Context: an optimization exercise on an open-source flow, tuned for small area, a short achievable clock period and few clock cycles per item. The choices shown serve that exercise and are no tape-out recipe.
Only simulation tests tie the RTL to the original design; equivalence was not proved.
Power figures rest on the tool's default switching activity, not on a simulated workload.

P:
==> flow/design.v <==
module cache(
    clk,
    proc_reset,
    proc_read,
    proc_write,
    proc_addr,
    proc_rdata,
    proc_wdata,
    proc_stall,
    mem_read,
    mem_write,
    mem_addr,
    mem_rdata,
    mem_wdata,
    mem_ready
);
    input          clk;
    input          proc_reset;
    input          proc_read, proc_write;
    input   [29:0] proc_addr;
    input   [31:0] proc_wdata;
    output         proc_stall;
    output  [31:0] proc_rdata;
    input  [127:0] mem_rdata;
    input          mem_ready;
    output         mem_read, mem_write;
    output  [27:0] mem_addr;
    output [127:0] mem_wdata;
    localparam S_IDLE = 2'd0;
    localparam S_RD   = 2'd1;
    localparam S_WR   = 2'd2;
    reg  [1:0]   state;
    reg  [1:0]   next_state;
    wire [24:0]  tag    = proc_addr[29:5];
    wire [2:0]   index  = proc_addr[4:2];
    wire [1:0]   offset = proc_addr[1:0];
    wire s_idle = (state == S_IDLE);
    wire s_rd   = (state == S_RD);
    wire s_wr   = (state == S_WR);
    wire req    = proc_read || proc_write;
    reg  [2:0]   lb_idx;
    reg          lb_v;
    reg  [24:0]  lb_tag;
    reg  [127:0] lb_data;
    wire lmatch = (lb_idx == index);
    wire go     = s_idle && req && lmatch;
    wire hit;
    wire done;
    cache_tag_cmp u_cmp (
        .v(lb_v), .a(lb_tag), .b(tag), .hit(hit)
    );
    cache_ctl_out u_ctl (
        .hit(hit),
        .go_rd(go && !proc_write),
        .go_wr(go && proc_write),
        .ready_done((s_rd && mem_ready && !proc_write) || (s_wr && mem_ready)),
        .s_rd(s_rd), .s_wr(s_wr),
        .mem_read(mem_read), .mem_write(mem_write), .done(done)
    );
    reg  [127:0] fill;
    always @(*) begin
        fill = mem_rdata;
        if (proc_write) fill[offset*32 +: 32] = proc_wdata;
    end
    reg  [127:0] merged;
    always @(*) begin
        merged = lb_data;
        merged[offset*32 +: 32] = proc_wdata;
    end
    wire [31:0] lb_word  = lb_data[offset*32 +: 32];
    wire [31:0] mem_word = mem_rdata[offset*32 +: 32];
    assign proc_rdata = s_rd ? mem_word : lb_word;
    assign mem_addr   = proc_addr[29:2];
    assign mem_wdata  = merged;
    assign proc_stall = !done;
    always @(*) begin
        next_state = state;
        case (state)
            S_IDLE: if (go) next_state = hit ? (proc_write ? S_WR : S_IDLE) : S_RD;
            S_RD:   if (mem_ready) next_state = proc_write ? S_WR : S_IDLE;
            S_WR:   if (mem_ready) next_state = S_IDLE;
            default:               next_state = S_IDLE;
        endcase
    end
    reg  [7:0]   valid;
    reg  [24:0]  tags  [0:7];
    reg  [127:0] lines [0:7];
    wire load_miss = s_idle && req && !lmatch;
    wire load_next = (offset == 2'd3)
                  && ((s_idle && proc_read && lmatch)
                   || (s_rd && mem_ready && !proc_write)
                   || (s_wr && mem_ready));
    wire [2:0] load_idx = load_miss ? index : index + 3'd1;
    wire [7:0]   load_sel = 8'b1 << load_idx;
    wire [152:0] load_line;
    cache_sel8 u_sel (
        .sel(load_sel),
        .d0({tags[0], lines[0]}), .d1({tags[1], lines[1]}),
        .d2({tags[2], lines[2]}), .d3({tags[3], lines[3]}),
        .d4({tags[4], lines[4]}), .d5({tags[5], lines[5]}),
        .d6({tags[6], lines[6]}), .d7({tags[7], lines[7]}),
        .q(load_line)
    );
    always @(posedge clk or posedge proc_reset) begin
        if (proc_reset) begin
            state  <= S_IDLE;
            valid  <= 8'b0;
            lb_idx <= 3'd0;
            lb_v   <= 1'b0;
        end else begin
            state <= next_state;
            if (s_rd) valid[index] <= 1'b1;
            if (load_miss || load_next) begin
                lb_idx <= load_idx;
                lb_v   <= valid[load_idx];
            end else if (s_rd) begin
                lb_idx <= index;
                lb_v   <= 1'b1;
            end
        end
    end
    integer i, w;
    always @(posedge clk) begin
        for (i = 0; i < 8; i = i + 1) begin
            if (s_rd && index == i) tags[i] <= tag;
            for (w = 0; w < 4; w = w + 1)
                if (index == i && (s_rd || (s_wr && offset == w)))
                    lines[i][w*32 +: 32] <= fill[w*32 +: 32];
        end
        if (load_miss || load_next) begin
            {lb_tag, lb_data} <= load_line;
        end else begin
            if (s_rd) lb_tag <= tag;
            for (w = 0; w < 4; w = w + 1)
                if (s_rd || (s_wr && offset == w))
                    lb_data[w*32 +: 32] <= fill[w*32 +: 32];
        end
    end
endmodule
module cache_tag_cmp(v, a, b, hit);
    input        v;
    input [24:0] a, b;
    output       hit;
    assign hit = v && (a == b);
endmodule
module cache_ctl_out(hit, go_rd, go_wr, ready_done, s_rd, s_wr,
                     mem_read, mem_write, done);
    input  hit, go_rd, go_wr, ready_done, s_rd, s_wr;
    output mem_read, mem_write, done;
    assign mem_read  = ((go_rd || go_wr) && !hit) || s_rd;
    assign mem_write = (go_wr && hit) || s_wr;
    assign done      = (go_rd && hit) || ready_done;
endmodule
module cache_sel8(sel, d0, d1, d2, d3, d4, d5, d6, d7, q);
    input  [7:0]   sel;
    input  [152:0] d0, d1, d2, d3, d4, d5, d6, d7;
    output [152:0] q;
    assign q = ({153{sel[0]}} & d0) | ({153{sel[1]}} & d1)
             | ({153{sel[2]}} & d2) | ({153{sel[3]}} & d3)
             | ({153{sel[4]}} & d4) | ({153{sel[5]}} & d5)
             | ({153{sel[6]}} & d6) | ({153{sel[7]}} & d7);
endmodule
Settings: LEC_CHECK=0, CAP_MARGIN=20, CORE_MARGIN=2, CORE_UTILIZATION=40, SETUP_SLACK_MARGIN=2.0, SLEW_MARGIN=20, SYNTH_HIERARCHICAL=1, TNS_END_PERCENT=0; clock period 5.0 ns.
run.sh (not shown) runs the stock make flow with config.mk's settings and CLKGATE_MAP_FILE= SYNTH_SCRIPT=/design/flow/synth_recipe.tcl, a recipe that flattens the netlist after the stock synthesis.
Testbench counts of P, summed over its fixed seeds: cycles 121,768, items 32,000.
Inputs modified between P and Q:
==> flow/flow/run.sh (new file) <==
#!/bin/bash
# Layout flow: the standard ORFS flow (standard.sh, standard synthesis
# unchanged), with two changes to how the layout is made:
#  - the port buffers that global placement inserts are buf_2 cells rather
#    than the delay cells the resizer picks by default;
#  - clock tree synthesis runs with ORFS's default arguments plus
#    -dont_use_dummy_load, so no dummy loads are added to the clock tree.
# make's full output goes to standard.log in this folder; ORFS's per-step
# logs stay under orfs/logs/.
set -euo pipefail
export BUFFER_PORTS_ARGS="-buffer_cell sky130_fd_sc_hd__buf_2"
export CTS_ARGS="-sink_clustering_enable -repair_clock_nets -dont_use_dummy_load"
bash standard.sh > standard.log 2>&1
==> flow/standard.sh (new file) <==
#!/bin/bash
# synth_recipe.tcl (not shown) runs the flow's synth.tcl, then flattens the netlist and writes it again
# the make line also repeats each setting of config.mk as NAME=value (left out here)
make -C /OpenROAD-flow-scripts/flow DESIGN_CONFIG=/design/flow/config.mk WORK_HOME=/design/flow/orfs CLKGATE_MAP_FILE= SYNTH_SCRIPT=/design/flow/synth_recipe.tcl "${@:-finish}"
removed: flow/run.sh
## What came out
When Q is set beside P, its met1 capacity usage during global routing turns out to be 2.4 points smaller. Compared to P, Q has critical path buffer and inverter count 3 higher. Going from P to Q, first-iteration DRC count shrank by a little under 10%. When Q is set beside P, its post-CTS resize count turns out to be 171 smaller. Compared with P, in Q worst setup slack has increased, sequential power has remained practically unchanged, signal arrival time at the worst endpoint has decreased. On shortest period the worst path allows: between P and Q, it ends up lower for Q. Taking P as the reference, in Q number of iterations in the first detailed-routing pass higher, final clock skew increased 0.047 ns.


Another version of the RTL of cache (not shown whole).
Size: ~3000 cells after synthesis, ~1200 flip-flops, roughly 390 I/O pins, ~50000 um^2 of cells after synthesis.
Settings: LEC_CHECK=0, CAP_MARGIN=20, CORE_MARGIN=2, CORE_UTILIZATION=40, SETUP_SLACK_MARGIN=2.0, SLEW_MARGIN=20, SYNTH_HIERARCHICAL=1, TNS_END_PERCENT=0; clock period 5.0 ns.
standard.sh (not shown) runs the stock make flow with config.mk's settings and CLKGATE_MAP_FILE= SYNTH_SCRIPT=/design/flow/synth_recipe.tcl, a recipe that flattens the netlist after the stock synthesis.
==> flow/flow/run.sh <==
#!/bin/bash
# Layout flow: the standard ORFS flow (standard.sh, standard synthesis
# unchanged), with two changes to how the layout is made:
#  - the port buffers that global placement inserts are the smallest buffer
#    (buf_1) rather than the delay cells the resizer picks by default;
#  - clock tree synthesis runs with ORFS's default arguments plus
#    -dont_use_dummy_load, so no dummy loads are added to the clock tree,
#    and with sinks clustered up to 22 to a leaf buffer (at most 100 um across).
# make's full output goes to standard.log in this folder; ORFS's per-step
# logs stay under orfs/logs/.
set -euo pipefail
export BUFFER_PORTS_ARGS="-buffer_cell sky130_fd_sc_hd__buf_1"
export CTS_ARGS="-sink_clustering_enable -repair_clock_nets -dont_use_dummy_load -sink_clustering_size 22 -sink_clustering_max_diameter 100"
bash standard.sh > standard.log 2>&1
The baseline completed with no timing, DRC or antenna violations.
Testbench counts at the start, summed over its fixed seeds: cycles 109,150, items 32,000.
==> next run, changes <==
==> flow/flow/run.sh (replaced) <==
#!/bin/bash
# Layout flow: the standard ORFS flow (standard.sh, standard synthesis
# unchanged), with two changes to how the layout is made:
#  - the port buffers that global placement inserts are buf_2 cells rather
#    than the delay cells the resizer picks by default;
#  - clock tree synthesis runs with ORFS's default arguments plus
#    -dont_use_dummy_load, so no dummy loads are added to the clock tree,
#    and with sinks clustered up to 22 to a leaf buffer (at most 100 um across).
# make's full output goes to standard.log in this folder; ORFS's per-step
# logs stay under orfs/logs/.
set -euo pipefail
export BUFFER_PORTS_ARGS="-buffer_cell sky130_fd_sc_hd__buf_2"
export CTS_ARGS="-sink_clustering_enable -repair_clock_nets -dont_use_dummy_load -sink_clustering_size 22 -sink_clustering_max_diameter 100"
bash standard.sh > standard.log 2>&1
Result: Routed wire length rises by 3.4%; setup slack improved by 0.23 ns; non-clock buffer count falls by 1.
==> next run, changes <==
--- a/flow/config.mk
+++ b/flow/config.mk
@@ -9,4 +9,5 @@
 export CORE_MARGIN = 2
 export CORE_UTILIZATION = 40
+export PLACE_DENSITY = 0.75
 export SETUP_SLACK_MARGIN = 2.0
 export SLEW_MARGIN = 20
After rerunning: Hold slack is better by 0.019 ns; total power went down by 1.2%; setup slack is worse by 0.13 ns; sequential power is about the same; fmax went down by 3.1%; die area is unchanged; routed wire length went down by about 6%; non-clock buffer count went down by 74.


Another version of the RTL of cache (not shown whole).
Size: about 3000 cells after synthesis, about 1200 flip-flops, roughly 390 I/O pins, roughly 50000 sq um of cells after synthesis.
export LEC_CHECK = 0
export CAP_MARGIN = 20
export CORE_MARGIN = 2
export CORE_UTILIZATION = 55
export PLACE_DENSITY = 0.68
export SETUP_SLACK_MARGIN = 2.0
export SLEW_MARGIN = 20
export SYNTH_HIERARCHICAL = 1
export TNS_END_PERCENT = 0
create_clock -name core_clock -period 5.0 [get_ports {clk}]
==> flow/flow/run.sh <==
#!/bin/bash
# Layout flow: the standard ORFS flow (standard.sh, standard synthesis
# unchanged), with two changes to how the layout is made:
#  - the port buffers that global placement inserts are buf_2 cells rather
#    than the delay cells the resizer picks by default;
#  - clock tree synthesis runs with ORFS's default arguments plus
#    -dont_use_dummy_load, so no dummy loads are added to the clock tree.
# make's full output goes to standard.log in this folder; ORFS's per-step
# logs stay under orfs/logs/.
set -euo pipefail
export BUFFER_PORTS_ARGS="-buffer_cell sky130_fd_sc_hd__buf_2"
export CTS_ARGS="-sink_clustering_enable -repair_clock_nets -dont_use_dummy_load"
bash standard.sh > standard.log 2>&1
The starting point produced a clean layout.
Testbench counts at the start, summed over its fixed seeds: cycles 109,150, items 32,000.
Rerun with:
- CORE_UTILIZATION: 55 -> 40
- PLACE_DENSITY: 0.68 -> default
Result: Wire length came out higher by 6.9%; total power came out higher by 1.2%; fmax came out lower by 1.3%; worst setup slack degrades by 0.055 ns; worst hold slack gains 0.017 ns; synthesized cell count is unchanged; global-route usage went down by 7.8 points; die area rose by 37%.
Rerun with:
--- a/flow/flow/run.sh
+++ b/flow/flow/run.sh
@@ -7 +7,2 @@
-#    -dont_use_dummy_load, so no dummy loads are added to the clock tree.
+#    -dont_use_dummy_load, so no dummy loads are added to the clock tree,
+#    and with sinks clustered up to 22 to a leaf buffer (at most 100 um across).
@@ -12 +13 @@
-export CTS_ARGS="-sink_clustering_enable -repair_clock_nets -dont_use_dummy_load"
+export CTS_ARGS="-sink_clustering_enable -repair_clock_nets -dont_use_dummy_load -sink_clustering_size 22 -sink_clustering_max_diameter 100"
=> The changed run passed the timing, DRC and antenna checks; worst setup slack degrades by 0.020 ns; hold slack improves by 0.028 ns; final cell count decreases by 1.0%; non-clock buffer count increases by 3.


Another version of the RTL of cache (not shown whole).
Size in the first run: ~1200 flip-flops, ~390 I/O pins.
Settings: LEC_CHECK=0, CAP_MARGIN=20, CORE_MARGIN=2, CORE_UTILIZATION=40, SETUP_SLACK_MARGIN=1.3, SLEW_MARGIN=20, SYNTH_HIERARCHICAL=1, TNS_END_PERCENT=100; clock period 5.0 ns.
==> flow/flow/run.sh <==
#!/bin/bash
# Layout flow: the standard ORFS flow (standard.sh, standard synthesis
# unchanged), with two changes to how the layout is made:
#  - the port buffers that global placement inserts are buf_2 cells rather
#    than the delay cells the resizer picks by default;
#  - clock tree synthesis runs with ORFS's default arguments plus
#    -dont_use_dummy_load, so no dummy loads are added to the clock tree,
#    and with sinks clustered up to 22 to a leaf buffer (at most 100 um across).
# make's full output goes to standard.log in this folder; ORFS's per-step
# logs stay under orfs/logs/.
set -euo pipefail
export BUFFER_PORTS_ARGS="-buffer_cell sky130_fd_sc_hd__buf_2"
export CTS_ARGS="-sink_clustering_enable -repair_clock_nets -dont_use_dummy_load -sink_clustering_size 22 -sink_clustering_max_diameter 100"
bash standard.sh > standard.log 2>&1
The starting point produced a clean layout.
Testbench counts at the start, summed over its fixed seeds: cycles 109,150, items 32,000.
Rerun with:
Settings changed: SETUP_SLACK_MARGIN 1.3 to 2.0, TNS_END_PERCENT 100 to 10.
=>
- global-route usage drops by 0.76 points
- routed wire length falls by 4.3%
- combinational power drops by about 7%
- core utilization decreases by 1.5 points
- synthesized cell count is unchanged
- first-iteration DRC count is lower by about 0.9%
Rerun with:
Settings changed: TNS_END_PERCENT 10 to 0.
Effect: Wire length rises by about 0.4%; via count falls by 0.54%; setup slack improves by 0.16 ns; global-route usage rises by 0.30 points.


Another version of the RTL of cache (not shown whole).
Size in the first run: about 1,200 flip-flops, roughly 51,000 um2 of cells after synthesis.
==> flow/config.mk <==
export PLATFORM = sky130hd
export DESIGN_NAME = cache
export DESIGN_NICKNAME = cache
export VERILOG_FILES = /design/flow/design.v
export SDC_FILE = /design/flow/constraint.sdc
export NUM_CORES = 4
export LEC_CHECK = 0
export CAP_MARGIN = 20
export CORE_MARGIN = 2
export CORE_UTILIZATION = 40
export SETUP_SLACK_MARGIN = 1.8
export SLEW_MARGIN = 20
==> flow/constraint.sdc <==
create_clock -name core_clock -period 5.0 [get_ports {clk}]
set_input_delay 1.0000 -clock core_clock [delete_from_list [all_inputs] [get_ports {clk}]]
set_output_delay 1.0000 -clock core_clock [all_outputs]
set_load 0.01 [all_outputs]
run.sh (not shown) runs the stock make flow with config.mk's settings and CLKGATE_MAP_FILE= SYNTH_SCRIPT=/design/flow/synth_recipe.tcl, a recipe that flattens the netlist after the stock synthesis.
Stock flow here: none of the scripts above is used.
Testbench counts at the start, summed over its fixed seeds: cycles 109,150, items 32,000.
Next try:
- ABC_CLOCK_PERIOD_IN_PS: default -> 1500
- CTS_BUF_LIST: default -> sky130_fd_sc_hd__clkbuf_8
After rerunning: Routed wire length is about the same; clock-buffer cell count grows by 36; register-to-register slack gets worse by 0.15 ns; hold slack got worse by 0.11 ns; via count goes up by 0.43%.
Next try:
- ABC_CLOCK_PERIOD_IN_PS: 1500 -> default
- CTS_BUF_LIST: sky130_fd_sc_hd__clkbuf_8 -> default
- SETUP_SLACK_MARGIN: 1.8 -> 0.5
Effect:
- The new run completed with no timing, DRC or antenna violations
- total power grows by 1.7%
- clock-buffer cell count came out lower by 57
- global-route usage drops by 0.58 points
- non-clock buffer count falls by 30
- design area decreases by 1.7%
- wire length is lower by 2.1%
- core utilization went down by 0.95 points
- die area does not change

-- port drivers added, routing unchanged --
The flow's constraints put no driver on any port. The routed layouts listed below were extracted and timed again, unchanged, in two steps.
Step 1 sets driving cells, clkbuf_16 on the clock port and buf_2 on the other inputs (assumed; they add their load-dependent delay and slew).
Step 2 also shifts input and output timing later by t, the mid clock arrival at the registers, as if the neighbouring blocks saw the same clock.
a / b / c = ideal ports / drivers / drivers and shift; a / b = the first two.
run | shift t [ns] | setup WS [ns] | worst hold slack (ns) | clock arrival spread, ns
P | 0.838 | 1.029 / 0.977 / 0.330 | 0.457 / 0.457 / 0.457 | 0.062 / 0.063
Q | 0.812 | 1.270 / 1.226 / 0.846 | 0.354 / 0.376 / 0.452 | 0.107 / 0.107
the first run of note 2 | 0.712 | 0.708 / 0.592 / 0.592 | 0.324 / 0.264 / 0.474 | 0.102 / 0.102
the second run of note 2 | 0.726 | 0.938 / 0.567 / 0.567 | 0.363 / 0.304 / 0.485 | 0.110 / 0.110
the third run of note 2 | 0.700 | 0.807 / 0.570 / 0.570 | 0.382 / 0.334 / 0.475 | 0.072 / 0.072
the first run of note 3 | 0.758 | 0.751 / 0.669 / 0.669 | 0.288 / 0.237 / 0.468 | 0.083 / 0.084
the second run of note 3 | 0.766 | 0.696 / 0.624 / 0.624 | 0.305 / 0.252 / 0.454 | 0.122 / 0.122
the third run of note 3 | 0.732 | 0.676 / 0.621 / 0.621 | 0.334 / 0.280 / 0.459 | 0.059 / 0.059
the first run of note 4 | 0.692 | 0.966 / 0.620 / 0.620 | 0.343 / 0.301 / 0.476 | 0.141 / 0.141
the second run of note 4 | 0.702 | 0.816 / 0.604 / 0.604 | 0.333 / 0.282 / 0.474 | 0.091 / 0.092
the third run of note 4 | 0.724 | 0.978 / 0.724 / 0.590 | 0.416 / 0.351 / 0.473 | 0.071 / 0.071
the first run of note 5 | 0.816 | 0.215 / 0.139 / 0.139 | 0.451 / 0.409 / 0.477 | 0.039 / 0.039
the second run of note 5 | 0.991 | 0.259 / 0.183 / 0.183 | 0.343 / 0.286 / 0.481 | 0.066 / 0.067
the third run of note 5 | 0.807 | 0.282 / 0.231 / 0.231 | 0.458 / 0.458 / 0.458 | 0.075 / 0.074
After both steps setup and hold are still met in every run listed. For P, which loses most, drivers alone change the setup slack by -0.052 ns; drivers and shift together by -0.699 ns.
